From an optimization exercise on the open Yosys and OpenROAD flow, aimed at small area, a short achievable clock period and few clock cycles per item; shortcuts taken in it are not production practice.
Where RTL was checked, it was by simulation tests only, not by an equivalence proof against the original.
Function not checked in runs 2, 6 and 7: the RTL went through the layout flow alone.
Power figures rest on the tool's default switching activity, not on a simulated workload.

==> design.v <==
module AEC(clk, rst, ascii_in, ready, valid, result);
input clk;
input rst;
input ready;
input [7:0] ascii_in;
output valid;
output [6:0] result;
reg valid_flag;
reg [7:0] input_Stack [0:15];
reg [6:0] output_result;
reg [7:0] output_Stack [0:15];
reg [7:0] operator_Stack [0:15];
integer i;
integer flag;
integer input_top;
integer output_top;
integer operator_top;
parameter [5:0] ADD = 6'd43;        
parameter [5:0] SUB = 6'd45;        
parameter [5:0] MUL = 6'd42;        
parameter [5:0] LPAREN = 6'd40;     
parameter [5:0] RPAREN = 6'd41;     
parameter [5:0] EQL = 6'd61;        
always @(posedge clk) begin
    if (rst || valid) begin
        flag = 0;
        input_top = -1;
        output_top = -1;
        operator_top = -1;
        valid_flag = 0;
        output_result = 7'd0;
        for (i = 0; i < 16; i = i + 1) begin
            input_Stack[i] = 8'd0;
            output_Stack[i] = 8'd0;
            operator_Stack[i] = 8'd0;
        end
    end else if(flag == 0) begin
        if(ascii_in == EQL) begin
            input_top = input_top + 1;
            input_Stack[input_top] = ascii_in;
            flag = 1;
            i = 0;
        end else begin
            input_top = input_top + 1;
            input_Stack[input_top] = ascii_in;
        end
    end else if(flag == 1) begin
        if(input_Stack[i] != EQL) begin
            if(input_Stack[i]>=48 && input_Stack[i]<=57) begin   
                output_top = output_top + 1;
                output_Stack[output_top] = input_Stack[i]-48;
                i = i + 1;
            end else if(input_Stack[i]>=97 && input_Stack[i]<=102) begin  
                output_top = output_top + 1;
                output_Stack[output_top] = input_Stack[i]-87;
                i = i + 1;
            end else if(input_Stack[i] == LPAREN) begin
                operator_top = operator_top + 1;
                operator_Stack[operator_top] = input_Stack[i];
                i = i + 1;
            end else if(input_Stack[i] == RPAREN) begin
                if(operator_Stack[operator_top] == LPAREN) begin
                    i = i + 1;
                end else begin
                    output_top = output_top + 1;
                    output_Stack[output_top] = operator_Stack[operator_top];
                end
                operator_top = operator_top - 1;
            end else begin
                if( ( operator_top!=-1 && rank(operator_Stack[operator_top]) >= rank(input_Stack[i]) ) && operator_Stack[operator_top]!=LPAREN) begin
                    output_top = output_top + 1;
                    output_Stack[output_top] = operator_Stack[operator_top];
                    operator_top = operator_top - 1;
                end else begin
                    operator_top = operator_top + 1;
                    operator_Stack[operator_top] = input_Stack[i];
                    i = i + 1;
                end
            end
        end else begin
            if(operator_top > -1) begin
                output_top = output_top + 1;
                output_Stack[output_top] = operator_Stack[operator_top];
                operator_top = operator_top - 1;
            end else begin
                flag = 2;
                i = 0;
            end
        end
    end else if(flag == 2) begin
        if(i<=output_top) begin
            if(output_Stack[i] == ADD) begin
                operator_Stack[operator_top-1] = operator_Stack[operator_top-1] + operator_Stack[operator_top];
                operator_top = operator_top - 1;
            end else if(output_Stack[i] == SUB) begin
                operator_Stack[operator_top-1] = operator_Stack[operator_top-1] - operator_Stack[operator_top];
                operator_top = operator_top - 1;
            end else if(output_Stack[i] == MUL)  begin
                operator_Stack[operator_top-1] = operator_Stack[operator_top-1] * operator_Stack[operator_top];
                operator_top = operator_top - 1;
            end else begin
                operator_top = operator_top + 1;
                operator_Stack[operator_top] = output_Stack[i];
            end
            i = i + 1;
        end else begin
            output_top = -1;
            flag = 3;
        end
    end else if(flag == 3) begin
        output_result = operator_Stack[0];
        valid_flag = 1;
    end
end
assign valid = valid_flag;
assign result = output_result;
function rank;
input [7:0] x;
    case(x)
        ADD: rank = 0;
        SUB: rank = 0;
        MUL: rank = 1;
        default: rank = 0;
    endcase
endfunction
endmodule
==> run.sh <==
#!/bin/bash
# synth_recipe.tcl (not shown) runs the flow's synth.tcl, then flattens the netlist and writes it again
# the make line also repeats each setting of config.mk as NAME=value (left out here)
make -C /OpenROAD-flow-scripts/flow DESIGN_CONFIG=/design/flow/config.mk WORK_HOME=/design/flow/orfs CLKGATE_MAP_FILE= SYNTH_SCRIPT=/design/flow/synth_recipe.tcl finish
==> config.mk <==
export PLATFORM = sky130hd
export DESIGN_NAME = AEC
export DESIGN_NICKNAME = AEC
export VERILOG_FILES = /design/flow/design.v
export SDC_FILE = /design/flow/constraint.sdc
export NUM_CORES = 4
export LEC_CHECK = 0
export CAP_MARGIN = 20
export CORE_MARGIN = 2
export CORE_UTILIZATION = 40
export SLEW_MARGIN = 20
==> constraint.sdc <==
create_clock -name core_clock -period 10.0 [get_ports {clk}]
set_input_delay 2.0000 -clock core_clock [delete_from_list [all_inputs] [get_ports {clk}]]
set_output_delay 2.0000 -clock core_clock [all_outputs]
set_load 0.01 [all_outputs]
==> results of run 1 <==
logic make-up (layout without fill, tap and decap cells):
kind of cell    count (synthesis)  count (layout)  share of synthesized area
simple gates                 1285            1285                     0.2125
fa+ha+maj                     108             108                    0.04932
xor+xnor                       60              60                    0.01873
mux                           367             367                     0.1256
flops                         494             494                     0.3349
compound gates                827             827                     0.2005
buf+inv                       391             307                    0.05843
report_power, final:
group,switching [W],total [W],leakage (nW),internal [W]
clock,0.000886,0.00211,0.933,0.00123
sequential,0.000222,0.00250,4.00,0.00228
combinational,0.00282,0.00422,7.42,0.00141
total,0.00392,0.00884,12.4,0.00491
placed cells by master (no fill, tap or decap), types with 45 or more instances in the layout:
master and n:
nor2_1 533, nor3_1 62, inv_1 114, a21oi_1 175, a21o_1 46, ha_1 85, o21ai_0 97, xnor2_1 45
buf_4 66, mux2i_1 351, nand2_1 218, a22oi_1 85, a211oi_1 71, clkbuf_16 56, nand3_1 139, dfxtp_1 490
area by class of cell:
class                           count  area [um2]
Clock buffer                       75        1603
Clock inverter                     27       289.0
Fill cell                        7313       40930
Inverter                          119       446.7
Multi-Input combinational cell   2647       18000
Sequential cell                   494        9894
Tap cell                          959        1200
Timing Repair Buffer               86       720.7
state kept, by name, indices dropped and copies added (netlist names):
name	count
output_result	7
operator_top	32
flag	2
i	32
input_top	4
operator_Stack	128
output_top	32
output_Stack	128
valid_flag	1
input_Stack	128
worst min path at each step:
stage                   startpoint                   to  slack (ps)
2_1_floorplan  output_Stack[15][7]  output_Stack[15][7]         430
3_3_place_gp    output_Stack[8][4]   output_Stack[8][4]         450
3_5_place_dp    output_Stack[0][4]   output_Stack[0][4]         450
4_1_cts         output_Stack[0][4]   output_Stack[0][4]         460
5_1_grt         output_Stack[0][4]   output_Stack[0][4]         480
6_report        output_Stack[5][4]   output_Stack[5][4]         460
per-layer routing:
layer,up-vias,track usage,wire (um)
met5,-,0,0
met4,0,0.07951,3060
met3,184,0.03149,7022
met2,1036,0.3625,40240
met1,12660,0.3559,44030
li1,12570,-,-
through the flow:
| step | std cells | worst slack (ps) | instance area [um2] | util |
|---|---|---|---|---|
| 2_1_floorplan | 3532 | 2748 | 29530 | - |
| 3_3_place_gp | 4304 | 1650 | 30240 | 0.4137 |
| 3_5_place_dp | 4304 | 1531 | 30240 | 0.4138 |
| 4_1_cts | 4406 | 1559 | 32130 | 0.4397 |
| 5_1_grt | 4407 | 994.4 | 32150 | 0.4399 |
| 6_report | 4407 | 1416 | 32150 | 0.4399 |
worst min-delay path, cell delays in order (launching register included):
cell,delay (ps)
dfxtp_1,310
nand2_1,50
o21ai_0,60
==> results.json, run 1 <==
{
  "synth_area_um2": 29530,
  "place.gp.congestion": 0.9215,
  "drt-total-wl_um": 94350,
  "cts_buffers": 55,
  "yosys.area.top_type_share": 0.3349,
  "timing.hold.ws_ps": 464.5,
  "max_slew.worst_pin.slew_ps": 1116,
  "yosys.area.top_type": "dfxtp_1",
  "crit_cells": 24,
  "ctsHtreeMaxLevel": 2,
  "postRouteAntennaNets": 0,
  "grt_overflow": 0,
  "worstPathArrival_ps": 9040,
  "endpoint": "operator_Stack[9][7]",
  "hpwl_um": 61650,
  "final_max_slew_viol_count": 0,
  "clock_path_buffers": 3,
  "synth_ff_type": "dfxtp_1",
  "maxSlewHeadroom": 0.2526,
  "grt_usage": 0.2418,
  "dieArea_um2": 76020,
  "slowest_delay_ps": 690,
  "grt_pass1_wl_um": 145800,
  "crit_chain": "ha_2 > clkinv_1 > o21ai_2 > nand4_1 > nor4_2 > nor2_1 > ha_1 > inv_1 > fa_1 > inv_1 > ha_1 > fa_1 > inv_1 > fa_1 > inv_1 > ha_1 > a21oi_1 > xnor2_1 > xnor2_1 > xnor3_1 > xnor3_1 > nor3_1 > o221ai_2 > o21ai_0",
  "finalHoldViolCount": 0,
  "cp-end-kind": "register",
  "timing.final.crit_share": 0.8584,
  "status": "finished clean",
  "drc_errors": 0,
  "p_leak_nw": 12.36,
  "finClkSkew_ps": 45.92,
  "r2r_end": "operator_Stack[9][7]",
  "syn_to_final_growth_pct": 8.872,
  "drt-initial-drc-count": 2816,
  "drt_pass1_iterations": 10,
  "synth_edf_count": 0,
  "grt_pass1_vias": 24370,
  "cts_resized": 0,
  "cp.buffers_inverters": 5,
  "fmax_ghz": 0.1165,
  "cts.reportedPaths.clkPinSlew_ps": 60,
  "rows": 99,
  "grt_antenna_before_repair": 0,
  "async_flop_share": 0,
  "yosysSeqAreaShare": 0.3349,
  "power_w": 0.008837,
  "ir_worst_vdd_mv": 0.2604,
  "syn_area_per_cell_um2": 8.361,
  "syn_nets": 3651,
  "setup_violations": 0,
  "route.vias.total": 26460,
  "io_buffers": 17,
  "hold_path_class": "reg2reg",
  "final_nets": 3522,
  "cp.required_ps": 10450,
  "rr_worst_depth": 24,
  "synth_cell_types": 119,
  "yosys-top-cells-area": "dfxtp_1 33%, mux2i_1 12%, nor2_1 6.8%",
  "crit_top_cell": "inv_1",
  "power_density_nw_per_um2": 274.9,
  "io-pin-count": 19,
  "cts_setup_buffers": 0,
  "core_area_um2": 73080,
  "cts_tree": "built",
  "crit_type": "reg2reg",
  "slowest_stage": "dfxtp_1",
  "start_util": 0.4041,
  "drive_gt1_frac": 0.08237,
  "fin_crit_ps": 8584,
  "whs_path_depth": 2,
  "rsz0062_at_grt": "no",
  "synth-seq-cells": 494,
  "synth_cells": 3532,
  "yosys_warnings": 4,
  "cts_root_buf": "clkbuf_16",
  "diodes": 0,
  "startpoint_type": "register",
  "clock_latency_ps": 640,
  "fp.dieH_um": 275.7,
  "ff2ff_setup_slack_ps": 1420,
  "wire_per_inst_um": 21.41,
  "clock-sinks": 494,
  "startpoint": "operator_top[0]",
  "tns_ps": 0,
  "critical_path_peak_fanout": 22,
  "crit_family": "adder cells",
  "grt_max_degree": 161,
  "synth.top_cells.by_count": "534 x nor2_1, 494 x dfxtp_1, 351 x mux2i_1, 219 x nand2_1, 176 x a21oi_1",
  "drv_cap": 0,
  "rr_startpoint": "operator_top[0]",
  "synth_most_common_cell": "nor2_1",
  "drt-vias-per-instance": 6.003,
  "die_w_um": 275.7,
  "hold_buffers": 0
}
Testbench counts, summed over its fixed seeds: cycles 127,247, items 4,000.
==> run 2: changes to the inputs <==
==> design.v (replaced) <==
module AEC(clk, rst, ascii_in, ready, valid, result);
input clk;
input rst;
input ready;
input [7:0] ascii_in;
output valid;
output [6:0] result;
reg c_dig, c_lp, c_rp, c_add, c_sub, c_eq;
reg [3:0] c_val;
wire a_grp = ~ascii_in[6] & ~ascii_in[4];           
wire a_num = ~ascii_in[6] &  ascii_in[4] & ~(ascii_in[3] & ascii_in[2]);
wire a_eq  = ~ascii_in[6] &  ascii_in[4] &   ascii_in[3] & ascii_in[2];
wire a_dig = ascii_in[6] | a_num;
wire [3:0] a_val = ascii_in[6] ? ascii_in[3:0] + 4'd9 : ascii_in[3:0];
always @(posedge clk) begin
    if (rst || c_eq) begin
        c_dig <= 1'b0; c_lp <= 1'b0; c_rp <= 1'b0;
        c_add <= 1'b0; c_sub <= 1'b0; c_eq <= 1'b0;
    end else begin
        c_dig <= a_dig;
        c_lp  <= a_grp & (ascii_in[2:0] == 3'b000);
        c_rp  <= a_grp & (ascii_in[2:0] == 3'b001);
        c_add <= a_grp & (ascii_in[2:0] == 3'b011);
        c_sub <= a_grp & (ascii_in[2:0] == 3'b101);
        c_eq  <= a_eq;
    end
    c_val <= a_val;
end
reg [6:0] S, M;
reg       triv;                  
reg [6:0] mark;                  
reg [6:0] DS0, DS1, DS2;         
reg [6:0] DM0, DM1, DM2;
wire [6:0] sum  = S + M;
wire [6:0] ctxS = mark[0] ? 7'd0 : DS0;
wire [6:0] ctxM = mark[0] ? 7'd1 : DM0;
wire [6:0] mul_a = c_rp ? ctxM : M;
wire [6:0] mul_b = c_rp ? sum  : {3'd0, c_val};
wire [6:0] prod = mul_a * mul_b;
wire push = c_lp & ~triv;
wire pop  = c_rp & ~mark[0];
always @(posedge clk) begin
    if (rst || c_eq) begin
        S <= 7'd0;
        M <= 7'd1;
        triv <= 1'b1;
    end else if (c_dig) begin
        M <= prod;
        triv <= 1'b0;
    end else if (c_add | c_sub) begin
        S <= sum;
        M <= c_sub ? 7'h7f : 7'd1;
    end else if (c_lp) begin
        S <= 7'd0;
        M <= 7'd1;
        triv <= 1'b1;
    end else if (c_rp) begin
        S <= ctxS;
        M <= prod;
        triv <= 1'b0;
    end
end
always @(posedge clk) begin
    if (c_lp)
        mark <= {mark[5:0], triv};
    else if (c_rp)
        mark <= {1'b0, mark[6:1]};
end
always @(posedge clk) begin
    if (push) begin
        DS0 <= S;   DM0 <= M;
        DS1 <= DS0; DM1 <= DM0;
        DS2 <= DS1; DM2 <= DM1;
    end else if (pop) begin
        DS0 <= DS1; DM0 <= DM1;
        DS1 <= DS2; DM1 <= DM2;
    end
end
assign valid = c_eq;
assign result = sum;
endmodule
==> results.json, run 2 <==
{
  "drt-initial-drc-count": 108,
  "cp-end-kind": "register",
  "cp.required_ps": 10220,
  "grt_antenna_before_repair": 0,
  "synth_edf_count": 49,
  "clock_path_buffers": 2,
  "critical_path_peak_fanout": 5,
  "syn_to_final_growth_pct": 11.55,
  "fmax_ghz": 0.1700,
  "cts_resized": 0,
  "synth_area_um2": 4050,
  "grt_max_degree": 32,
  "tns_ps": 0,
  "cts_root_buf": "clkbuf_8",
  "die_w_um": 104.6,
  "p_leak_nw": 1.758,
  "io_buffers": 15,
  "ir_worst_vdd_mv": 0.09205,
  "yosys.area.top_type_share": 0.3633,
  "final_max_slew_viol_count": 0,
  "async_flop_share": 0,
  "crit_type": "reg2reg",
  "fin_area_um2": 4518,
  "power_w": 0.0006971,
  "yosys.area.top_type": "edfxtp_1",
  "finClkSkew_ps": 11.70,
  "cts_tree": "built",
  "grt_pass1_wl_um": 13190,
  "cts.reportedPaths.clkPinSlew_ps": 80,
  "yosys-top-cells-area": "edfxtp_1 36%, dfxtp_1 12%, mux2_2 7.5%",
  "grt_pass1_vias": 2580,
  "synth_cells": 340,
  "cts_buffers": 9,
  "start_util": 0.4125,
  "fp.dieH_um": 104.6,
  "setup_violations": 0,
  "syn_nets": 382,
  "finalHoldViolCount": 0,
  "core_area_um2": 9819,
  "syn_area_per_cell_um2": 11.91,
  "synth_most_common_cell": "edfxtp_1",
  "final_cell_mix": "49 x edfxtp_1, 27 x mux2_2, 25 x dfxtp_1, 24 x nand2_1, 23 x ha_1",
  "timing.final.crit_share": 0.5881,
  "hold_path_class": "reg2reg",
  "power_density_nw_per_um2": 154.3,
  "yosys_warnings": 1,
  "hpwl_um": 5777,
  "synth_cell_types": 57,
  "synth_ff_type": "edfxtp_1",
  "drt-total-wl_um": 7908,
  "postRouteAntennaNets": 0,
  "wl_met3_um": 339,
  "drt_pass1_iterations": 4,
  "routed.top_layer": "met4",
  "route.vias.total": 2564,
  "final_common_cell": "edfxtp_1",
  "final_nets": 399,
  "ctsHtreeMaxLevel": 3,
  "synth.top_cells.by_count": "49 x edfxtp_1, 27 x mux2_2, 25 x dfxtp_1, 24 x nand2_1, 23 x ha_1",
  "wire_per_inst_um": 15.98,
  "drive_gt1_frac": 0.1657,
  "grt_overflow": 0,
  "diodes": 0,
  "grt_usage": 0.1539,
  "met1_length_um": 3992,
  "drv_cap": 0,
  "fin_crit_ps": 5881,
  "rows": 36,
  "io-pin-count": 19,
  "yosysSeqAreaShare": 0.4869,
  "placed_cell_area_um2": 4325,
  "startpoint_type": "register",
  "final_util": 0.4601,
  "dr_wl_met2_um": 3370,
  "clock_latency_ps": 350,
  "drt-vias-per-instance": 5.180,
  "status": "finished clean",
  "rsz0062_at_grt": "no",
  "synth-seq-cells": 74,
  "hold_buffers": 0,
  "max_slew.worst_pin.slew_ps": 962.4,
  "drc_errors": 0,
  "worstPathArrival_ps": 6100,
  "clock-sinks": 74,
  "cts_setup_buffers": 0,
  "maxSlewHeadroom": 0.3535,
  "place.gp.congestion": 0.8278,
  "dieArea_um2": 10950
}
run 2: cell types whose count changed in the layout (fill, tap and decap cells not counted), sizes merged, moves of 71 or more:
cell   previous run  this run
a21oi           180        17
a22oi            85         8
dfxtp           494        25
ha               94        23
inv             118        14
mux2i           351         4
nand2           221        24
nand3           139         2
nor2            537        22
nor3             85         5
o21ai           106        12
run 2: cells by family (layout without fill, tap and decap cells):
logic type,Yosys count,in the layout,share of synthesized area
xor gates and xnor gates,17,17,0.04016
buffers and inverters,25,47,0.02781
AOI/OAI and AO/OA,73,73,0.1260
muxes,38,38,0.1044
DFF,74,74,0.4869
and+or+nand+nor,82,82,0.1041
adders and majority gates,31,31,0.1106
run 2: critical path, cell delays in order (launching register included):
cell and delay [ps]:
dfxtp_1 390, ha_1 270, fa_1 410, xor2_1 430, mux2i_1 250, or2_1 280, fa_1 500, inv_1 40
ha_1 270, inv_1 60, fa_1 520, inv_1 50, fa_1 480, ha_1 340, a21oi_1 230, xor2_1 220
xnor2_1 170, xnor3_1 350, xor2_1 160, xnor2_1 220, o22ai_1 110
run 2: per-stage QoR:
step / hold slack [ps] / setup slack, ps / std cells
final: 449.5 / 4119 / 495
after global routing: 457.7 / 3776 / 495
after CTS: 450.2 / 4094 / 495
after detailed placement: 430.9 / 4129 / 479
after global placement: 424.4 / 4200 / 479
after floorplan: 420.4 / 4743 / 340
run 2: metal layers:
| metal | up-vias | GRT usage |
|---|---|---|
| met2 | 45 | 0.2278 |
| met3 | 15 | 0.03244 |
| met4 | 0 | 0.06857 |
| met5 | - | 0 |
| li1 | 1276 | - |
| met1 | 1228 | 0.2172 |
run 2: worst paths after layout:
check	start	end	slack [ps]	cells after the start
worst max register to register	M[0]	M[6]	4120	20
worst min register to register	DM1[6]	DM2[6]	450	0
worst max-delay path	M[0]	M[6]	4120	20
worst min-delay path	DM1[6]	DM2[6]	450	0
run 2: final cells by class:
class / instances / area [um2]
Clock inverter: 7 / 68.82
Fill cell: 978 / 5301
Timing Repair Buffer: 18 / 172.7
Tap cell: 133 / 166.4
Sequential cell: 74 / 1972
Clock buffer: 9 / 123.9
Inverter: 13 / 48.80
Multi-Input combinational cell: 241 / 1966
run 2: power breakdown:
group          internal [W]  switching (W)  leakage, nW
sequential         0.000331      0.0000123        0.646
combinational     0.0000573      0.0000660         1.02
clock              0.000114       0.000116       0.0869
total              0.000503       0.000194         1.76
==> run 3: changes to the inputs <==
--- a/design.v
+++ b/design.v
@@ -28,13 +28,12 @@
 end
-reg [6:0] S, M;
+reg [6:0] S, M, K;
 reg       triv;                  
 reg [6:0] mark;                  
+reg [1:0] sp;                    
 reg [6:0] DS0, DS1, DS2;         
-reg [6:0] DM0, DM1, DM2;
+reg [6:0] DK1, DK2;              
 wire [6:0] sum  = S + M;
-wire [6:0] ctxS = mark[0] ? 7'd0 : DS0;
-wire [6:0] ctxM = mark[0] ? 7'd1 : DM0;
-wire [6:0] mul_a = c_rp ? ctxM : M;
-wire [6:0] mul_b = c_rp ? sum  : {3'd0, c_val};
-wire [6:0] prod = mul_a * mul_b;
+wire [6:0] prod = M * c_val;
+wire [6:0] ctxS = (sp == 2'd1) ? DS0 : (sp == 2'd2) ? DS1 : DS2;
+wire [6:0] ctxK = (sp == 2'd1) ? 7'd1 : (sp == 2'd2) ? DK1 : DK2;
 wire push = c_lp & ~triv;
@@ -45,17 +44,30 @@
         M <= 7'd1;
+        K <= 7'd1;
         triv <= 1'b1;
-    end else if (c_dig) begin
-        M <= prod;
-        triv <= 1'b0;
-    end else if (c_add | c_sub) begin
-        S <= sum;
-        M <= c_sub ? 7'h7f : 7'd1;
-    end else if (c_lp) begin
-        S <= 7'd0;
-        M <= 7'd1;
-        triv <= 1'b1;
-    end else if (c_rp) begin
-        S <= ctxS;
-        M <= prod;
-        triv <= 1'b0;
+        sp <= 2'd0;
+    end else begin
+        if (c_dig) begin
+            M <= prod;
+            triv <= 1'b0;
+        end
+        if (c_add | c_sub) begin
+            S <= sum;
+            M <= c_sub ? -K : K;
+        end
+        if (push) begin
+            S <= 7'd0;
+            K <= M;
+            triv <= 1'b1;
+            sp <= sp + 2'd1;
+        end
+        if (c_rp) begin
+            S <= 7'd0;
+            M <= sum;
+            triv <= 1'b0;
+        end
+        if (pop) begin
+            S <= ctxS;
+            K <= ctxK;
+            sp <= sp - 2'd1;
+        end
     end
@@ -70,8 +82,5 @@
     if (push) begin
-        DS0 <= S;   DM0 <= M;
-        DS1 <= DS0; DM1 <= DM0;
-        DS2 <= DS1; DM2 <= DM1;
-    end else if (pop) begin
-        DS0 <= DS1; DM0 <= DM1;
-        DS1 <= DS2; DM1 <= DM2;
+        if (sp == 2'd0) DS0 <= S;
+        if (sp == 2'd1) begin DS1 <= S; DK1 <= K; end
+        if (sp == 2'd2) begin DS2 <= S; DK2 <= K; end
     end
--- a/config.mk
+++ b/config.mk
@@ -7,2 +7,3 @@
 export LEC_CHECK = 0
+export ABC_CLOCK_PERIOD_IN_PS = 1000
 export CAP_MARGIN = 20
==> results.json, run 3 <==
{
  "cp-end-kind": "output port",
  "grt_usage": 0.1668,
  "clock-sinks": 76,
  "drt_pass1_iterations": 5,
  "final_max_slew_viol_count": 0,
  "whs_path_depth": 0,
  "tns_ps": 0,
  "grt_pass1_vias": 2738,
  "place.gp.congestion": 0.8450,
  "cts_resized": 0,
  "yosys_warnings": 1,
  "cp.required_ps": 8000,
  "synth_cell_types": 47,
  "final_common_cell": "edfxtp_1",
  "ir_worst_vdd_mv": 0.06793,
  "async_flop_share": 0,
  "dieArea_um2": 10910,
  "synth_edf_count": 42,
  "worstPathArrival_ps": 2800,
  "cts_root_buf": "clkbuf_8",
  "cts_buffers": 9,
  "synth.top_cells.by_count": "42 x edfxtp_1, 40 x o21ai_0, 34 x dfxtp_1, 31 x nand2_1, 24 x a21oi_1",
  "hold-path-endpoint": "DK1[0]",
  "core_area_um2": 9774,
  "rows": 36,
  "max_slew.worst_pin.slew_ps": 930.6,
  "fin_area_um2": 4563,
  "rr_worst_depth": 11,
  "clock_latency_ps": 350,
  "critical_path_peak_fanout": 6,
  "postRouteAntennaNets": 0,
  "syn_to_final_growth_pct": 13.05,
  "yosys.area.top_type_share": 0.3125,
  "placed_cell_area_um2": 4290,
  "synth-seq-cells": 76,
  "final_util": 0.4668,
  "ctsHtreeMaxLevel": 3,
  "r2r_end": "M[4]",
  "diodes": 0,
  "io_buffers": 15,
  "fp.dieH_um": 104.5,
  "setup_violations": 0,
  "drt-initial-drc-count": 155,
  "status": "finished clean",
  "synth_most_common_cell": "edfxtp_1",
  "p_leak_nw": 1.784,
  "crit_chain": "ha_1 > fa_1 > a211oi_1 > nor4_1 > nor3_1 > clkdlybuf4s50_1",
  "synth_ff_type": "edfxtp_1",
  "synth_area_um2": 4036,
  "slowest_delay_ps": 600,
  "drv_cap": 0,
  "yosys-top-cells-area": "edfxtp_1 31%, dfxtp_1 17%, ha_1 6.5%",
  "startpoint_type": "register",
  "fmax_ghz": 0.2084,
  "yosys.area.top_type": "edfxtp_1",
  "setup_ws_ps": 5200,
  "grt_overflow": 0,
  "final_nets": 430,
  "clock_path_buffers": 2,
  "final_cell_mix": "42 x edfxtp_1, 40 x o21ai_0, 34 x dfxtp_1, 31 x nand2_1, 24 x a21oi_1",
  "grt_max_degree": 18,
  "ff2ff_setup_slack_ps": 6780,
  "syn_nets": 419,
  "nFillCells": 927,
  "start_util": 0.4130,
  "drt-total-wl_um": 8605,
  "synth_cells": 379,
  "hold_buffers": 0,
  "drc_errors": 0,
  "cts_tree": "built",
  "grt_antenna_before_repair": 0,
  "cts.reportedPaths.clkPinSlew_ps": 80,
  "yosysSeqAreaShare": 0.4811,
  "maxSlewHeadroom": 0.3796,
  "finalHoldViolCount": 0,
  "syn_area_per_cell_um2": 10.65,
  "power_density_nw_per_um2": 166.4,
  "hpwl_um": 6168,
  "rsz0062_at_grt": "no",
  "timing.final.crit_share": 0.4800,
  "hold_path_class": "reg2reg",
  "finClkSkew_ps": 9.426,
  "wire_per_inst_um": 16.30,
  "slowest_stage": "clkdlybuf4s50_1",
  "drt-vias-per-instance": 5.333,
  "die_w_um": 104.5,
  "drive_gt1_frac": 0.07595,
  "fin_crit_ps": 4800,
  "rr_startpoint": "M[1]",
  "min_from": "K[0]",
  "detailedPlace.worstSlack_ps": 5571,
  "io-pin-count": 19,
  "route.vias.total": 2816,
  "cts_setup_buffers": 0,
  "grt_pass1_wl_um": 14220,
  "crit_type": "reg2out"
}
[run 3: cell count changes in the layout (fill, tap and decap cells not counted), moves of 8 or more]
cell     previous run  this run
a21oi_1            16        24
and2_1              4        17
mux2i_1             4        20
dfxtp_1            25        34
mux2_2             27         8
o21ai_0             8        40
[run 3: area by class of cell]
cell class / count / area [um2] / area share
multi-input combinational: 268 / 1959 / 0.4294
sequential: 76 / 1942 / 0.4256
tap: 133 / 166.4 / 0.03647
timing repair buffer: 15 / 150.1 / 0.03290
clock inverter: 7 / 146.4 / 0.03208
clock buffer: 9 / 123.9 / 0.02715
inverter: 20 / 75.07 / 0.01645
[run 3: cell families after synthesis]
group,after synthesis,synth area share
fa+ha+maj,29,0.1048
compound gates,94,0.1426
flops,76,0.4811
buf+inv,35,0.03410
mux,28,0.07192
simple gates,105,0.1327
xor+xnor,12,0.03286
[run 3: metal layers]
layer,global-route usage,vias up,part of all wire
met3,0.03571,9,0.045
met1,0.2326,1353,0.48
met5,0,-,0
met4,0.05695,0,0.013
li1,-,1390,-
met2,0.2568,64,0.46
[run 3: report_power, final]
part           switching [W]  total (W)  internal [W]  leakage (nW)
Sequential         0.0000143   0.000349      0.000335         0.681
Clock               0.000118   0.000312      0.000193         0.134
Combinational      0.0000506  0.0000985     0.0000479         0.968
Total               0.000183   0.000759      0.000576          1.78
[run 3: worst max path at each step]
| stage | from | endpoint | slack, ps | cells past startpoint |
|---|---|---|---|---|
| after global routing | M[0] | result[6] | 5050 | 6 |
| after CTS | M[1] | result[5] | 5170 | 6 |
| final | M[0] | result[6] | 5200 | 6 |
| after global placement | M[1] | result[5] | 5580 | 6 |
| after floorplan | M[0] | result[6] | 6320 | 5 |
| after detailed placement | M[1] | result[5] | 5570 | 6 |
[run 3: through the flow]
| stage | total power [W] | hold slack [ps] | instances |
|---|---|---|---|
| after floorplan | 0.0004192 | 463.5 | 379 |
| after global routing | 0.0007911 | 547.0 | 528 |
| after detailed placement | 0.0004542 | 506.1 | 512 |
| final | 0.0007593 | 517.8 | 528 |
| after CTS | 0.0007646 | 518.0 | 528 |
| after global placement | 0.0004521 | 485.4 | 512 |
[run 3: critical path: cells and delay by family, from the launching register on]
family          cells  cell delay [ps]
simple gates        2              390
compound gates      1              390
flops               1              380
buf+inv             1              600
fa+ha+maj           2              690
Testbench counts of run 3, summed over its fixed seeds: cycles 41,688, items 4,000.
==> run 4: changes to the inputs <==
--- a/config.mk
+++ b/config.mk
@@ -7,3 +7,2 @@
 export LEC_CHECK = 0
-export ABC_CLOCK_PERIOD_IN_PS = 1000
 export CAP_MARGIN = 20
==> results.json, run 4 <==
{
  "diodes": 0,
  "ir_worst_vdd_mv": 0.06793,
  "yosys.area.top_type": "edfxtp_1",
  "yosysSeqAreaShare": 0.4811,
  "cp.buffers_inverters": 1,
  "grt_usage": 0.1668,
  "postRouteAntennaNets": 0,
  "cp-end-kind": "output port",
  "max_slew.worst_pin.slew_ps": 930.6,
  "finClkSkew_ps": 9.426,
  "synth_edf_count": 42,
  "place.gp.congestion": 0.8450,
  "synth_area_um2": 4036,
  "hold_buffers": 0,
  "nFillCells": 927,
  "status": "finished clean",
  "cts_setup_buffers": 0,
  "fin_crit_ps": 4800,
  "io_buffers": 15,
  "start_util": 0.4130,
  "fp.dieH_um": 104.5,
  "crit_chain": "ha_1 > fa_1 > a211oi_1 > nor4_1 > nor3_1 > clkdlybuf4s50_1",
  "cts_resized": 0,
  "final_util": 0.4668,
  "cts_buffers": 9,
  "final_nets": 430,
  "power_w": 0.0007593,
  "timing.final.crit_share": 0.4800,
  "synth_fa_ha_area_frac": 0.1048,
  "synth_cells": 379,
  "synthSimpleGateAreaFrac": 0.1327,
  "synth-compound-area-share": 0.1426,
  "crit_type": "reg2out",
  "p_leak_nw": 1.784,
  "setup_violations": 0,
  "ctsHtreeMaxLevel": 3,
  "placed_cell_area_um2": 4290,
  "die_w_um": 104.5,
  "cts_tree": "built",
  "hold_path_class": "reg2reg",
  "synth_most_common_cell": "edfxtp_1",
  "hpwl_um": 6168,
  "worstPathArrival_ps": 2800,
  "cts_root_buf": "clkbuf_8",
  "power_switching_w": 0.0001833,
  "fmax_ghz": 0.2084,
  "slowest_stage": "clkdlybuf4s50_1",
  "synth_cell_types": 47,
  "clkPwrFrac": 0.410,
  "final_max_slew_viol_count": 0,
  "crit_family": "adder cells",
  "grt_max_degree": 18,
  "met1_length_um": 4127,
  "clock-sinks": 76,
  "core_area_um2": 9774,
  "syn_to_final_growth_pct": 13.05,
  "fin_area_um2": 4563,
  "comb_power_share": 0.130,
  "dr_wl_met2_um": 3983,
  "rows": 36,
  "cts.reportedPaths.clkPinSlew_ps": 80,
  "drt_pass1_iterations": 5,
  "power.internal_w": 0.0005760,
  "switching_share": 0.2414,
  "drt-vias-per-instance": 5.333,
  "final_common_cell": "edfxtp_1",
  "grt_pass1_vias": 2738,
  "drt-initial-drc-count": 155,
  "clock_latency_ps": 350,
  "yosys_warnings": 1,
  "synth-seq-cells": 76,
  "yosys.area.top_type_share": 0.3125,
  "synth_ff_type": "edfxtp_1",
  "syn_nets": 419,
  "async_flop_share": 0,
  "critical_path_peak_fanout": 6,
  "clock_path_buffers": 2,
  "startpoint_type": "register",
  "multi_input_area_um2": 1959,
  "drive_gt1_frac": 0.07595,
  "wire_per_inst_um": 16.30,
  "dieArea_um2": 10910,
  "yosys-top-cells-area": "edfxtp_1 31%, dfxtp_1 17%, ha_1 6.5%",
  "tns_ps": 0,
  "muxShareOfSynthArea": 0.07192,
  "cp.required_ps": 8000,
  "slowest_delay_ps": 600,
  "p_seq_frac": 0.460,
  "power_density_nw_per_um2": 166.4,
  "drv_cap": 0,
  "grt_overflow": 0,
  "final_cell_mix": "42 x edfxtp_1, 40 x o21ai_0, 34 x dfxtp_1, 31 x nand2_1, 24 x a21oi_1",
  "timing.hold.ws_ps": 517.8,
  "syn_area_per_cell_um2": 10.65,
  "grt_pass1_wl_um": 14220,
  "route.vias.total": 2816,
  "rsz0062_at_grt": "no",
  "synth.top_cells.by_count": "42 x edfxtp_1, 40 x o21ai_0, 34 x dfxtp_1, 31 x nand2_1, 24 x a21oi_1",
  "synth_top_family_by_area": "compound AO/OA/AOI/OAI gates",
  "ff2ff_setup_slack_ps": 6780,
  "routed.top_layer": "met4",
  "drt-total-wl_um": 8605,
  "wl_met3_um": 383,
  "drc_errors": 0,
  "io-pin-count": 19,
  "ff_latch_area_um2": 1942,
  "grt_antenna_before_repair": 0,
  "synth_xor_area_frac": 0.03286,
  "maxSlewHeadroom": 0.3796,
  "finalHoldViolCount": 0
}
## run 4: power groups by stage
stage          clock network [W]  logic (W)  registers [W]
6_report                0.000312  0.0000985       0.000349
4_1_cts                 0.000317  0.0000989       0.000349
5_1_grt                 0.000329   0.000111       0.000351
2_1_floorplan                  0  0.0000699       0.000349
3_5_place_dp                   0  0.0000978       0.000356
3_3_place_gp                   0  0.0000961       0.000356
## run 4: path summary, 6_finish.rpt
check	start	end	cells after the start
min reg2reg	K[0]	DK1[0]	0
min	K[0]	DK1[0]	0
max reg2reg	M[1]	M[4]	11
max	M[0]	result[6]	6
## run 4: final cells by class
cell class              instances  share of cell area
inverters                      20             0.01645
clock buffers                   9             0.02715
well taps                     133             0.03647
flip-flops and latches         76              0.4256
multi-input cells             268              0.4294
repair buffers                 15             0.03290
clock inverters                 7             0.03208
## run 4: cell families (layout without fill, tap and decap cells)
group | Yosys count | count (layout)
AO/OA/AOI/OAI | 94 | 94
XOR/XNOR | 12 | 12
adder cells (fa/ha/maj) | 29 | 29
buffers and inverters | 35 | 51
flip-flops | 76 | 76
multiplexers | 28 | 28
AND/OR/NAND/NOR | 105 | 105
## run 4: metal layers
metal	vias up	global-route usage
met5	-	0
met4	0	0.05695
met3	9	0.03571
met2	64	0.2568
met1	1353	0.2326
li1	1390	-
## run 4: per-stage QoR
| step | worst slack [ps] | instances |
|---|---|---|
| CTS | 5172 | 528 |
| floorplan | 6321 | 379 |
| global route | 5045 | 528 |
| finish | 5200 | 528 |
| detailed placement | 5571 | 512 |
| global placement | 5584 | 512 |
==> run 5: changes to the inputs <==
==> flow/run.sh (new file) <==
#!/bin/bash
# Standard ORFS layout with a tighter setup target for repair_timing and
# ports buffered with buf_4 cells. Clock period and SDC are unchanged.
set -euo pipefail
MARGIN=${MARGIN:-6.5}
bash standard.sh SETUP_SLACK_MARGIN=$MARGIN \
  "BUFFER_PORTS_ARGS=-buffer_cell sky130_fd_sc_hd__buf_4" finish > std_flow.log 2>&1
==> standard.sh (new file) <==
#!/bin/bash
# synth_recipe.tcl (not shown) runs the flow's synth.tcl, then flattens the netlist and writes it again
# the make line also repeats each setting of config.mk as NAME=value (left out here)
make -C /OpenROAD-flow-scripts/flow DESIGN_CONFIG=/design/flow/config.mk WORK_HOME=/design/flow/orfs CLKGATE_MAP_FILE= SYNTH_SCRIPT=/design/flow/synth_recipe.tcl "${@:-finish}"
removed: run.sh
==> results.json, run 5 <==
{
  "ir_worst_vdd_mv": 0.05643,
  "timing.hold.ws_ps": 508.3,
  "drt-initial-drc-count": 146,
  "grt_max_degree": 18,
  "async_flop_share": 0,
  "fin_area_um2": 4743,
  "drc_errors": 0,
  "setup_violations": 0,
  "r2r_end": "M[4]",
  "startpoint": "M[0]",
  "synth_most_common_cell": "edfxtp_1",
  "wire_per_inst_um": 16.40,
  "startpoint_type": "register",
  "drv_cap": 0,
  "crit_chain": "ha_4 > fa_2 > a211oi_4 > o211a_1 > nor3_2 > buf_4",
  "dr_wl_met2_um": 4350,
  "yosys-top-cells-area": "edfxtp_1 31%, dfxtp_1 17%, ha_1 6.5%",
  "synth_ff_type": "edfxtp_1",
  "met1_length_um": 4116,
  "synth_cell_types": 47,
  "dieArea_um2": 10910,
  "yosys_warnings": 1,
  "drt-vias-per-instance": 5.324,
  "max_slew.worst_pin.slew_ps": 915.7,
  "power_density_nw_per_um2": 146.8,
  "final_cell_mix": "42 x edfxtp_1, 39 x o21ai_0, 31 x nand2_1, 26 x dfxtp_1, 26 x buf_4",
  "io-pin-count": 19,
  "crit_type": "reg2out",
  "clock_path_buffers": 2,
  "slowest_stage": "fa_2",
  "cp-end-kind": "output port",
  "postRouteAntennaNets": 0,
  "worstPathArrival_ps": 2000,
  "timing.final.crit_share": 0.3998,
  "drt_pass1_iterations": 4,
  "synth-seq-cells": 76,
  "syn_to_final_growth_pct": 17.51,
  "hpwl_um": 6165,
  "switching_share": 0.2675,
  "endpoint": "result[6]",
  "rr_startpoint": "M[1]",
  "clock-sinks": 76,
  "core_area_um2": 9774,
  "clock_latency_ps": 350,
  "hold_path_class": "reg2reg",
  "final_nets": 445,
  "cts_root_buf": "clkbuf_8",
  "status": "finished clean",
  "cts_buffers": 9,
  "drt-total-wl_um": 8905,
  "final_common_cell": "edfxtp_1",
  "diodes": 0,
  "fmax_ghz": 0.2501,
  "synth.top_cells.by_count": "42 x edfxtp_1, 40 x o21ai_0, 34 x dfxtp_1, 31 x nand2_1, 24 x a21oi_1",
  "power_switching_w": 0.0001863,
  "cts_tree": "built",
  "routed.top_layer": "met4",
  "ff2ff_setup_slack_ps": 6890,
  "yosys.area.top_type_share": 0.3125,
  "grt_overflow": 0,
  "synth_area_um2": 4036,
  "drive_gt1_frac": 0.1976,
  "clkPwrFrac": 0.328,
  "io_buffers": 15,
  "syn_area_per_cell_um2": 10.65,
  "power.internal_w": 0.0005101,
  "comb_power_share": 0.170,
  "syn_nets": 419,
  "synth_cells": 379,
  "finalHoldViolCount": 0,
  "synth_edf_count": 42,
  "hold_buffers": 0,
  "start_util": 0.4130,
  "cts.reportedPaths.clkPinSlew_ps": 80,
  "slowest_delay_ps": 380,
  "grt_pass1_vias": 2758,
  "rows": 36,
  "route.vias.total": 2891,
  "grt_antenna_before_repair": 0,
  "finClkSkew_ps": 12.03,
  "place.gp.congestion": 0.8037,
  "die_w_um": 104.5,
  "yosysSeqAreaShare": 0.4811,
  "p_seq_frac": 0.502,
  "yosys.area.top_type": "edfxtp_1",
  "final_max_slew_viol_count": 0,
  "maxSlewHeadroom": 0.3896,
  "placed_cell_area_um2": 4284,
  "p_leak_nw": 1.869,
  "grt_usage": 0.1682,
  "ctsHtreeMaxLevel": 3,
  "critical_path_peak_fanout": 3,
  "fp.dieH_um": 104.5,
  "tns_ps": 0,
  "wl_met3_um": 300,
  "cp.required_ps": 8000,
  "rsz0062_at_grt": "yes",
  "rr_worst_depth": 12,
  "grt_pass1_wl_um": 14300,
  "fin_crit_ps": 3998,
  "nFillCells": 902
}
-- run 5: cell count changes in the layout (fill, tap and decap cells not counted), moves of 3 or more --
cell             change
buf_4               +26
clkdlybuf4s50_1     -15
dfxtp_1              -8
ha_1                 -6
ha_4                 +5
buf_6                +4
dfxtp_2              +4
dfxtp_4              +4
bufinv_16            -3
-- run 5: per-stage QoR --
stage	util	power [W]	std cells	worst slack, ps
after global placement	0.4383	0.0004528	512	6169
final	0.4853	0.0006965	543	6002
after global routing	0.4853	0.0007298	543	5956
after CTS	0.4796	0.0006969	541	5909
after detailed placement	0.4383	0.0004555	512	6159
after floorplan	-	0.0004224	379	6495
-- run 5: worst max-delay path, delay by kind of cell, from the launching register on --
kind / cells / cell delay (ps)
buf+inv: 1 / 150
flops: 1 / 360
compound gates: 2 / 540
simple gates: 1 / 60
fa+ha+maj: 2 / 540
-- run 5: what timing repair did --
item                       4_1_cts  5_1_grt
pin swaps                        7        7
resized for setup               25        7
setup endpoints to repair        6        6
buffers inserted                13        2
cloned                           0        0
-- run 5: kinds of logic after synthesis --
family / Yosys count / share of synthesized area
xor gates and xnor gates: 12 / 0.03286
buffers and inverters: 35 / 0.03410
DFF: 76 / 0.4811
adders and majority gates: 29 / 0.1048
and+or+nand+nor: 105 / 0.1327
AOI/OAI and AO/OA: 94 / 0.1426
muxes: 28 / 0.07192
-- run 5: how the worst min path moves through the flow --
stage,start,end,slack (ps),cells after the start
floorplan,S[0],DS0[0],460,0
detailed placement,K[0],DK1[0],490,0
finish,S[1],DS0[1],510,0
global placement,K[0],DK1[0],490,0
global route,S[1],DS0[1],520,0
CTS,S[1],DS0[1],500,0
-- run 5: power groups by stage --
stage,combinational [W],clock [W],sequential (W)
after global placement,0.0000966,0,0.000356
after floorplan,0.0000732,0,0.000349
final,0.000118,0.000228,0.000350
after CTS,0.000115,0.000234,0.000349
after detailed placement,0.0000991,0,0.000356
after global routing,0.000131,0.000247,0.000351
-- run 5: area by class of cell --
cell class,instances,area [um2],share of cell area
flip-flops and latches,76,1962,0.4136
repair buffers,30,240.2,0.05065
clock inverters,6,65.06,0.01372
well taps,133,166.4,0.03508
inverters,20,75.07,0.01583
multi-input cells,268,2107,0.4442
clock buffers,10,127.6,0.02691
-- run 5: routing by layer --
metal  vias to the layer above  track usage
li1                       1418            -
met5                         -            0
met2                        46       0.2736
met4                         0      0.06371
met3                        11      0.03258
met1                      1416       0.2216
==> run 6: changes to the inputs <==
--- a/design.v
+++ b/design.v
@@ -7,23 +7,11 @@
 output [6:0] result;
-reg c_dig, c_lp, c_rp, c_add, c_sub, c_eq;
-reg [3:0] c_val;
 wire a_grp = ~ascii_in[6] & ~ascii_in[4];           
 wire a_num = ~ascii_in[6] &  ascii_in[4] & ~(ascii_in[3] & ascii_in[2]);
-wire a_eq  = ~ascii_in[6] &  ascii_in[4] &   ascii_in[3] & ascii_in[2];
-wire a_dig = ascii_in[6] | a_num;
-wire [3:0] a_val = ascii_in[6] ? ascii_in[3:0] + 4'd9 : ascii_in[3:0];
-always @(posedge clk) begin
-    if (rst || c_eq) begin
-        c_dig <= 1'b0; c_lp <= 1'b0; c_rp <= 1'b0;
-        c_add <= 1'b0; c_sub <= 1'b0; c_eq <= 1'b0;
-    end else begin
-        c_dig <= a_dig;
-        c_lp  <= a_grp & (ascii_in[2:0] == 3'b000);
-        c_rp  <= a_grp & (ascii_in[2:0] == 3'b001);
-        c_add <= a_grp & (ascii_in[2:0] == 3'b011);
-        c_sub <= a_grp & (ascii_in[2:0] == 3'b101);
-        c_eq  <= a_eq;
-    end
-    c_val <= a_val;
-end
+wire c_eq  = ~ascii_in[6] &  ascii_in[4] &   ascii_in[3] & ascii_in[2];
+wire c_dig = ascii_in[6] | a_num;
+wire [3:0] c_val = ascii_in[6] ? ascii_in[3:0] + 4'd9 : ascii_in[3:0];
+wire c_lp  = a_grp & (ascii_in[2:0] == 3'b000);
+wire c_rp  = a_grp & (ascii_in[2:0] == 3'b001);
+wire c_add = a_grp & (ascii_in[2:0] == 3'b011);
+wire c_sub = a_grp & (ascii_in[2:0] == 3'b101);
 reg [6:0] S, M, K;
==> run.sh (new file) <==
#!/bin/bash
# synth_recipe.tcl (not shown) runs the flow's synth.tcl, then flattens the netlist and writes it again
# the make line also repeats each setting of config.mk as NAME=value (left out here)
make -C /OpenROAD-flow-scripts/flow DESIGN_CONFIG=/design/flow/config.mk WORK_HOME=/design/flow/orfs CLKGATE_MAP_FILE= SYNTH_SCRIPT=/design/flow/synth_recipe.tcl finish
removed: flow/run.sh
removed: standard.sh
==> results.json, run 6 <==
{
  "rsz0062_at_grt": "no",
  "p_seq_frac": 0.424,
  "worstPathArrival_ps": 6260,
  "fin_crit_ps": 5978,
  "yosys_warnings": 1,
  "instances_no_fill": 534,
  "hold_path_class": "reg2reg",
  "startpoint_type": "input port",
  "ctsHtreeMaxLevel": 3,
  "maxSlewHeadroom": 0.3783,
  "grt_max_degree": 23,
  "synth_area_um2": 3899,
  "slowest_stage": "clkdlybuf4s50_1",
  "synth.top_cells.by_count": "42 x edfxtp_1, 42 x nand2_1, 34 x nor2_1, 25 x o21ai_0, 24 x dfxtp_1",
  "power_switching_w": 0.0002210,
  "drt_pass1_iterations": 4,
  "syn_nets": 426,
  "fin_area_um2": 4350,
  "critical_path_peak_fanout": 18,
  "setup_violations": 0,
  "syn_to_final_growth_pct": 11.59,
  "die_w_um": 102.7,
  "slowest_delay_ps": 930,
  "synth-seq-cells": 66,
  "min_from": "sp[1]",
  "diodes": 0,
  "placed_cells": 518,
  "final_max_slew_viol_count": 0,
  "synth_edf_count": 42,
  "yosys.area.top_type": "edfxtp_1",
  "synth_cells": 386,
  "fmax_ghz": 0.1673,
  "cts_buffers": 9,
  "ff2ff_setup_slack_ps": 6680,
  "timing.final.crit_share": 0.5978,
  "cts_resized": 0,
  "yosys-top-cells-area": "edfxtp_1 32%, dfxtp_1 12%, ha_1 6.7%",
  "cp-end-kind": "register",
  "io_buffers": 15,
  "multi_input_area_um2": 1992,
  "ff_latch_area_um2": 1742,
  "synth_cell_types": 55,
  "drt-total-wl_um": 8234,
  "drv_cap": 0,
  "wire_per_inst_um": 15.42,
  "cp.required_ps": 10280,
  "hold_buffers": 0,
  "async_flop_share": 0,
  "crit_chain": "clkdlybuf4s50_1 > o31ai_1 > xnor2_1 > nand2_1 > fa_1 > inv_1 > fa_1 > inv_1 > fa_1 > inv_1 > a21o_1 > a21oi_1 > xnor2_1 > xnor3_1 > o21ai_1",
  "comb_power_share": 0.250,
  "dieArea_um2": 10550,
  "finalHoldViolCount": 0,
  "drive_gt1_frac": 0.07232,
  "drt-initial-drc-count": 143,
  "cts_tree": "built",
  "start_util": 0.4064,
  "io-pin-count": 19,
  "fp.dieH_um": 102.7,
  "cts.reportedPaths.clkPinSlew_ps": 80,
  "postRouteAntennaNets": 0,
  "grt_usage": 0.1738,
  "p_leak_nw": 1.646,
  "rr_startpoint": "M[1]",
  "power.internal_w": 0.0005321,
  "grt_pass1_vias": 2727,
  "status": "finished clean",
  "tns_ps": 0,
  "placed_cell_area_um2": 4133,
  "core_area_um2": 9594,
  "clkPwrFrac": 0.325,
  "cts_setup_buffers": 0,
  "whs_path_depth": 2,
  "hold-path-endpoint": "sp[1]",
  "grt_antenna_before_repair": 0,
  "syn_area_per_cell_um2": 10.10,
  "crit_family": "adder cells",
  "yosys.area.top_type_share": 0.3235,
  "grt_overflow": 0,
  "yosysSeqAreaShare": 0.4467,
  "ir_worst_vdd_mv": 0.06787,
  "clock_path_buffers": 2,
  "cp.buffers_inverters": 4,
  "nFillCells": 926,
  "switching_share": 0.2935,
  "crit_type": "in2reg",
  "rr_worst_depth": 12,
  "clock_latency_ps": 350,
  "place.gp.congestion": 0.8363,
  "hpwl_um": 6071,
  "power_density_nw_per_um2": 173.1,
  "r2r_end": "M[6]",
  "final_nets": 436,
  "route.vias.total": 2786,
  "finClkSkew_ps": 8.799,
  "clock-sinks": 66,
  "rows": 36,
  "grt_pass1_wl_um": 13940,
  "cts_root_buf": "clkbuf_8",
  "max_slew.worst_pin.slew_ps": 932.6,
  "final_cell_mix": "42 x edfxtp_1, 42 x nand2_1, 34 x nor2_1, 25 x o21ai_0, 24 x dfxtp_1",
  "drt-vias-per-instance": 5.217,
  "synth_ff_type": "edfxtp_1",
  "drc_errors": 0
}
## run 6: cells by family (layout without fill, tap and decap cells)
| group | Yosys count | in the layout | synth area share |
|---|---|---|---|
| buf+inv | 37 | 52 | 0.04236 |
| fa+ha+maj | 29 | 29 | 0.1085 |
| flops | 66 | 66 | 0.4467 |
| compound gates | 90 | 90 | 0.1451 |
| mux | 20 | 20 | 0.05295 |
| simple gates | 128 | 128 | 0.1650 |
| xor+xnor | 16 | 16 | 0.03947 |
## run 6: tightest hold or removal path, delay by kind of cell, from the launching register on
kind,cells,cell delay (ps)
flops,1,330
compound gates,1,70
simple gates,1,60
## run 6: power groups by stage
stage / combinational [W] / sequential, W / clock [W]
floorplan: 0.000136 / 0.000316 / 0
global placement: 0.000186 / 0.000326 / 0
CTS: 0.000191 / 0.000320 / 0.000249
finish: 0.000189 / 0.000319 / 0.000245
detailed placement: 0.000189 / 0.000326 / 0
global route: 0.000211 / 0.000322 / 0.000265
## run 6: final cells by class
| class | count | share of cell area |
|---|---|---|
| clock buffers | 10 | 0.02934 |
| well taps | 133 | 0.03825 |
| clock inverters | 6 | 0.02071 |
| multi-input cells | 283 | 0.4579 |
| inverters | 20 | 0.01726 |
| flip-flops and latches | 66 | 0.4003 |
| repair buffers | 16 | 0.03624 |
## run 6: layer usage
layer  wire length, um  track usage  vias to the layer above
li1                  -            -                     1418
met1              3830       0.2336                     1304
met2              3993       0.2821                       51
met3               248      0.02915                       13
met4               161      0.06564                        0
met5                 0            0                        -
## run 6: per-stage QoR
step | total power, W | setup slack, ps | util | hold slack (ps)
2_1_floorplan | 0.0004522 | 4694 | - | 448.4
3_3_place_gp | 0.0005116 | 3676 | 0.4308 | 492.2
3_5_place_dp | 0.0005144 | 3645 | 0.4308 | 490.6
4_1_cts | 0.0007594 | 3973 | 0.4534 | 504.1
5_1_grt | 0.0007977 | 3760 | 0.4534 | 538.9
6_report | 0.0007531 | 4022 | 0.4534 | 500.4
## run 6: worst max path at each step
stage / start / depth (start not counted) / slack [ps] / endpoint
4_1_cts: ascii_in[6] / 15 / 3970 / M[6]
6_report: ascii_in[6] / 15 / 4020 / M[6]
3_3_place_gp: ascii_in[6] / 15 / 3680 / M[6]
5_1_grt: ascii_in[6] / 15 / 3760 / M[6]
3_5_place_dp: ascii_in[6] / 15 / 3650 / M[6]
2_1_floorplan: ascii_in[2] / 16 / 4690 / M[6]
==> run 7: changes to the inputs <==
==> design.v (replaced) <==
module AEC(clk, rst, ascii_in, ready, valid, result);
input clk;
input rst;
input ready;
input [7:0] ascii_in;
output valid;
output [6:0] result;
localparam [3:0] OP_NOP  = 4'b0000;     
localparam [3:0] OP_EQ   = 4'b0010;
localparam [3:0] OP_LP   = 4'b0001;     
localparam [3:0] OP_LPT  = 4'b0011;     
localparam [3:0] OP_RP   = 4'b0100;
localparam [3:0] OP_MUL  = 4'b0110;
localparam [3:0] OP_ADD  = 4'b1000;
localparam [3:0] OP_SUB  = 4'b1001;
reg       c_dig;
reg [3:0] c_v;
wire is_eq  = ~c_dig & (c_v == OP_EQ);
wire is_lp  = ~c_dig & ~c_v[3] & c_v[0];
wire is_lpt = ~c_dig & ~c_v[3] & c_v[1] & c_v[0];
wire is_rp  = ~c_dig & (c_v == OP_RP);
wire is_as  = ~c_dig & c_v[3];
wire is_sub = ~c_dig & c_v[3] & c_v[0];
wire is_open = ~c_dig & ~c_v[3] & ~c_v[2] & (c_v[0] | ~c_v[1]);   
wire a_grp = ~ascii_in[6] & ~ascii_in[4];           
wire a_num = ~ascii_in[6] &  ascii_in[4] & ~(ascii_in[3] & ascii_in[2]);
wire a_eq  = ~ascii_in[6] &  ascii_in[4] &   ascii_in[3] & ascii_in[2];
wire a_dig = ascii_in[6] | a_num;
wire [3:0] a_val = ascii_in[6] ? ascii_in[3:0] + 4'd9 : ascii_in[3:0];
reg  [3:0] a_op;
always @* begin
    case (ascii_in[2:0])
        3'b000:  a_op = is_open ? OP_LPT : OP_LP;
        3'b001:  a_op = OP_RP;
        3'b010:  a_op = OP_MUL;
        3'b011:  a_op = OP_ADD;
        default: a_op = OP_SUB;
    endcase
    if (!a_grp)
        a_op = a_eq ? OP_EQ : OP_NOP;
end
always @(posedge clk) begin
    if (rst || is_eq) begin
        c_dig <= 1'b0;
        c_v   <= OP_NOP;
    end else begin
        c_dig <= a_dig;
        c_v   <= a_dig ? a_val : a_op;
    end
end
reg [6:0] S, M;
reg [6:0] mark;                  
reg [1:0] sp;                    
reg [6:0] DS0, DS1, DS2;         
reg [6:0] DK1, DK2;
reg [6:0] K;
wire [6:0] ctxK = (sp == 2'd1) ? 7'd1 : (sp == 2'd2) ? DK1 : DK2;
wire [6:0] ctxS = (sp == 2'd1) ? DS0 : (sp == 2'd2) ? DS1 : DS2;
wire [6:0] sum  = S + M;
wire [6:0] pp0 = c_v[0] ? M : 7'd0;
wire [6:0] pp1 = c_v[1] ? {M[5:0], 1'b0} : 7'd0;
wire [6:0] pp2 = c_v[2] ? {M[4:0], 2'b0} : 7'd0;
wire [6:0] pp3 = c_v[3] ? {M[3:0], 3'b0} : 7'd0;
wire [6:0] prod = (pp0 + pp1) + (pp2 + pp3);
wire push = is_lp & ~is_lpt;
wire pop  = is_rp & ~mark[0];
always @(posedge clk) begin
    if (rst || is_eq) begin
        S <= 7'd0;
        M <= 7'd1;
        K <= 7'd1;
        sp <= 2'd0;
    end else begin
        if (c_dig)
            M <= prod;
        if (is_as) begin
            S <= sum;
            M <= is_sub ? -K : K;
        end
        if (push) begin
            S <= 7'd0;
            K <= M;
            sp <= sp + 2'd1;
        end
        if (is_rp) begin
            S <= pop ? ctxS : 7'd0;
            M <= sum;
        end
        if (pop) begin
            sp <= sp - 2'd1;
            K <= ctxK;
        end
    end
end
always @(posedge clk) begin
    if (is_lp)
        mark <= {mark[5:0], is_lpt};
    else if (is_rp)
        mark <= {1'b0, mark[6:1]};
end
always @(posedge clk) begin
    if (push) begin
        if (sp == 2'd0) DS0 <= S;
        if (sp == 2'd1) begin DS1 <= S; DK1 <= K; end
        if (sp == 2'd2) begin DS2 <= S; DK2 <= K; end
    end
end
assign valid = is_eq;
assign result = sum;
endmodule
==> flow/run.sh (new file) <==
#!/bin/bash
# Standard ORFS layout with a tighter setup target for repair_timing and
# ports buffered with buf_4 cells. Clock period and SDC are unchanged.
set -euo pipefail
MARGIN=${MARGIN:-6.5}
bash standard.sh SETUP_SLACK_MARGIN=$MARGIN \
  "BUFFER_PORTS_ARGS=-buffer_cell sky130_fd_sc_hd__buf_4" finish > std_flow.log 2>&1
==> standard.sh (new file) <==
#!/bin/bash
# synth_recipe.tcl (not shown) runs the flow's synth.tcl, then flattens the netlist and writes it again
# the make line also repeats each setting of config.mk as NAME=value (left out here)
make -C /OpenROAD-flow-scripts/flow DESIGN_CONFIG=/design/flow/config.mk WORK_HOME=/design/flow/orfs CLKGATE_MAP_FILE= SYNTH_SCRIPT=/design/flow/synth_recipe.tcl "${@:-finish}"
removed: run.sh
==> results.json, run 7 <==
{
  "wl_met3_um": 351,
  "nFillCells": 893,
  "drt-vias-per-instance": 5.315,
  "cts_root_buf": "clkbuf_8",
  "rsz0062_at_grt": "yes",
  "clock-sinks": 70,
  "final_cell_mix": "51 x nand2_1, 42 x edfxtp_1, 30 x buf_4, 22 x a21oi_1, 22 x nor2_1",
  "synth_edf_count": 42,
  "hold-path-endpoint": "DS2[3]",
  "grt_antenna_before_repair": 0,
  "die_w_um": 103.3,
  "synth-seq-cells": 70,
  "clock_latency_ps": 350,
  "core_area_um2": 9684,
  "start_util": 0.4075,
  "io_buffers": 15,
  "final_common_cell": "nand2_1",
  "fmax_ghz": 0.2388,
  "async_flop_share": 0,
  "final_util": 0.4814,
  "syn_area_per_cell_um2": 10.12,
  "status": "finished clean",
  "drv_cap": 0,
  "tns_ps": 0,
  "postRouteAntennaNets": 0,
  "power_density_nw_per_um2": 182.5,
  "ff2ff_setup_slack_ps": 6850,
  "cp-end-kind": "output port",
  "grt_max_degree": 25,
  "hpwl_um": 6076,
  "cp.required_ps": 8000,
  "drt-initial-drc-count": 111,
  "rr_worst_depth": 11,
  "diodes": 0,
  "yosys.area.top_type_share": 0.3196,
  "ff_latch_area_um2": 1848,
  "wire_per_inst_um": 15.66,
  "drc_errors": 0,
  "cts.reportedPaths.clkPinSlew_ps": 80,
  "io-pin-count": 19,
  "yosys_warnings": 1,
  "r2r_end": "M[5]",
  "yosys.area.top_type": "edfxtp_1",
  "finalHoldViolCount": 0,
  "min_from": "S[3]",
  "synth_cell_types": 51,
  "grt_pass1_vias": 2822,
  "multi_input_area_um2": 2054,
  "finClkSkew_ps": 8.533,
  "final_nets": 454,
  "critical_path_peak_fanout": 2,
  "power_w": 0.0008510,
  "p_leak_nw": 1.751,
  "synth_ff_type": "edfxtp_1",
  "syn_to_final_growth_pct": 18.14,
  "route.vias.total": 2934,
  "synth_cells": 390,
  "routed.top_layer": "met4",
  "ctsHtreeMaxLevel": 3,
  "setup_ws_ps": 5813,
  "fin_crit_ps": 4187,
  "drive_gt1_frac": 0.2243,
  "final_max_slew_viol_count": 0,
  "crit_type": "reg2out",
  "hold_path_class": "reg2reg",
  "worstPathArrival_ps": 2190,
  "timing.hold.ws_ps": 494.4,
  "yosys-top-cells-area": "edfxtp_1 32%, dfxtp_1 14%, ha_1 6.3%",
  "synth_most_common_cell": "nand2_1",
  "hold_buffers": 0,
  "detailedPlace.worstSlack_ps": 6046,
  "synth_area_um2": 3946,
  "fp.dieH_um": 103.3,
  "setup_violations": 0,
  "max_slew.worst_pin.slew_ps": 830.0,
  "dieArea_um2": 10680,
  "whs_path_depth": 0,
  "yosysSeqAreaShare": 0.4616,
  "rr_startpoint": "c_v[2]",
  "met1_length_um": 4013,
  "cts_tree": "built",
  "ir_worst_vdd_mv": 0.08569,
  "syn_nets": 430,
  "rows": 36,
  "grt_pass1_wl_um": 14540,
  "place.gp.congestion": 0.8438,
  "timing.final.crit_share": 0.4187,
  "dr_wl_met2_um": 4113,
  "startpoint_type": "register",
  "drt-total-wl_um": 8642,
  "grt_overflow": 0,
  "grt_usage": 0.1809,
  "drt_pass1_iterations": 4,
  "clock_path_buffers": 2,
  "cts_buffers": 9,
  "maxSlewHeadroom": 0.4467,
  "synth.top_cells.by_count": "51 x nand2_1, 42 x edfxtp_1, 28 x dfxtp_1, 25 x a21oi_1"
}
-- run 7: layout make-up --
cell class	count	share of cell area
Multi-Input combinational cell	276	0.4407
Clock inverter	7	0.02576
Inverter	24	0.01932
Tap cell	133	0.03570
Sequential cell	70	0.3964
Timing Repair Buffer	33	0.05556
Clock buffer	9	0.02657
-- run 7: per-layer routing --
metal  vias up  track usage
met1      1407       0.2479
met5         -            0
met2        77       0.2892
met3        13      0.03495
li1       1437            -
met4         0      0.06174
-- run 7: worst max path at each step --
stage          cells past startpoint  slack (ps)         to  from
4_1_cts                            6        5790  result[6]  S[2]
3_3_place_gp                       6        6040  result[6]  M[2]
6_report                           8        5810  result[6]  S[0]
3_5_place_dp                       6        6050  result[6]  M[2]
2_1_floorplan                      7        6340  result[6]  S[0]
5_1_grt                            8        5730  result[6]  S[0]
-- run 7: report_power, final --
group          internal, W  switching (W)  total [W]
sequential        0.000329      0.0000274   0.000357
combinational     0.000106       0.000108   0.000214
clock             0.000167       0.000113   0.000280
-- run 7: worst max-delay path, cell delays in order (launching register included) --
cell and delay, ps:
dfxtp_4 360, ha_4 160, inv_2 50, fa_2 240, nor2b_4 50, o31a_1 260
or4_1 400, and3_4 190, buf_4 140
-- run 7: kinds of logic (layout without fill, tap and decap cells) --
logic type               after synthesis  after routing  synth area share
XOR/XNOR                              17             17           0.03773
flip-flops                            70             70            0.4616
multiplexers                          19             19           0.05200
AO/OA/AOI/OAI                         93             93            0.1458
adder cells (fa/ha/maj)               29             29            0.1091
AND/OR/NAND/NOR                      118            118            0.1471
buffers and inverters                 44             73           0.04661
-- run 7: what timing repair did --
action	CTS	global route
endpoints found under the setup margin	7	7
gates resized for setup	22	8
buffers inserted	13	3
pin swaps	8	9
-- run 7: per-stage QoR --
stage | instances | cell area [um2]
5_1_grt | 552 | 4662
4_1_cts | 549 | 4587
6_report | 552 | 4662
3_3_place_gp | 520 | 4164
3_5_place_dp | 520 | 4164
2_1_floorplan | 390 | 3964

-- port drivers added, routing unchanged --
The results above use ideal ports. As a check the final layouts listed here were re-extracted and re-timed, cells and wires unchanged.
Step 1 sets driving cells, clkbuf_16 on the clock port and buf_2 on the other inputs (assumed; they add their load-dependent delay and slew).
Step 2 also shifts input and output timing later by t, the mid clock arrival at the registers, as if the neighbouring blocks saw the same clock.
Three values: no drivers, after step 1, after step 2; two values: the first two.
run	t (ns)	setup slack, ns	worst setup path at the end	cell pins on the clock port's net
run 1	0.673	1.416 / 1.416 / 1.416	register to register	1
run 2	0.371	4.119 / 4.119 / 4.119	register to register	1
run 3	0.379	5.200 / 5.167 / 5.546	register to output	1
run 4	0.379	5.200 / 5.167 / 5.546	register to output	1
run 5	0.372	6.002 / 5.971 / 6.343	register to output	1
run 6	0.372	4.022 / 4.031 / 3.659	input to register	1
run 7	0.373	5.813 / 5.782 / 6.155	register to output	1
After both steps setup and hold are still met in every run listed. For run 6, which loses most, drivers alone change the setup slack by +0.009 ns; drivers and shift together by -0.363 ns.
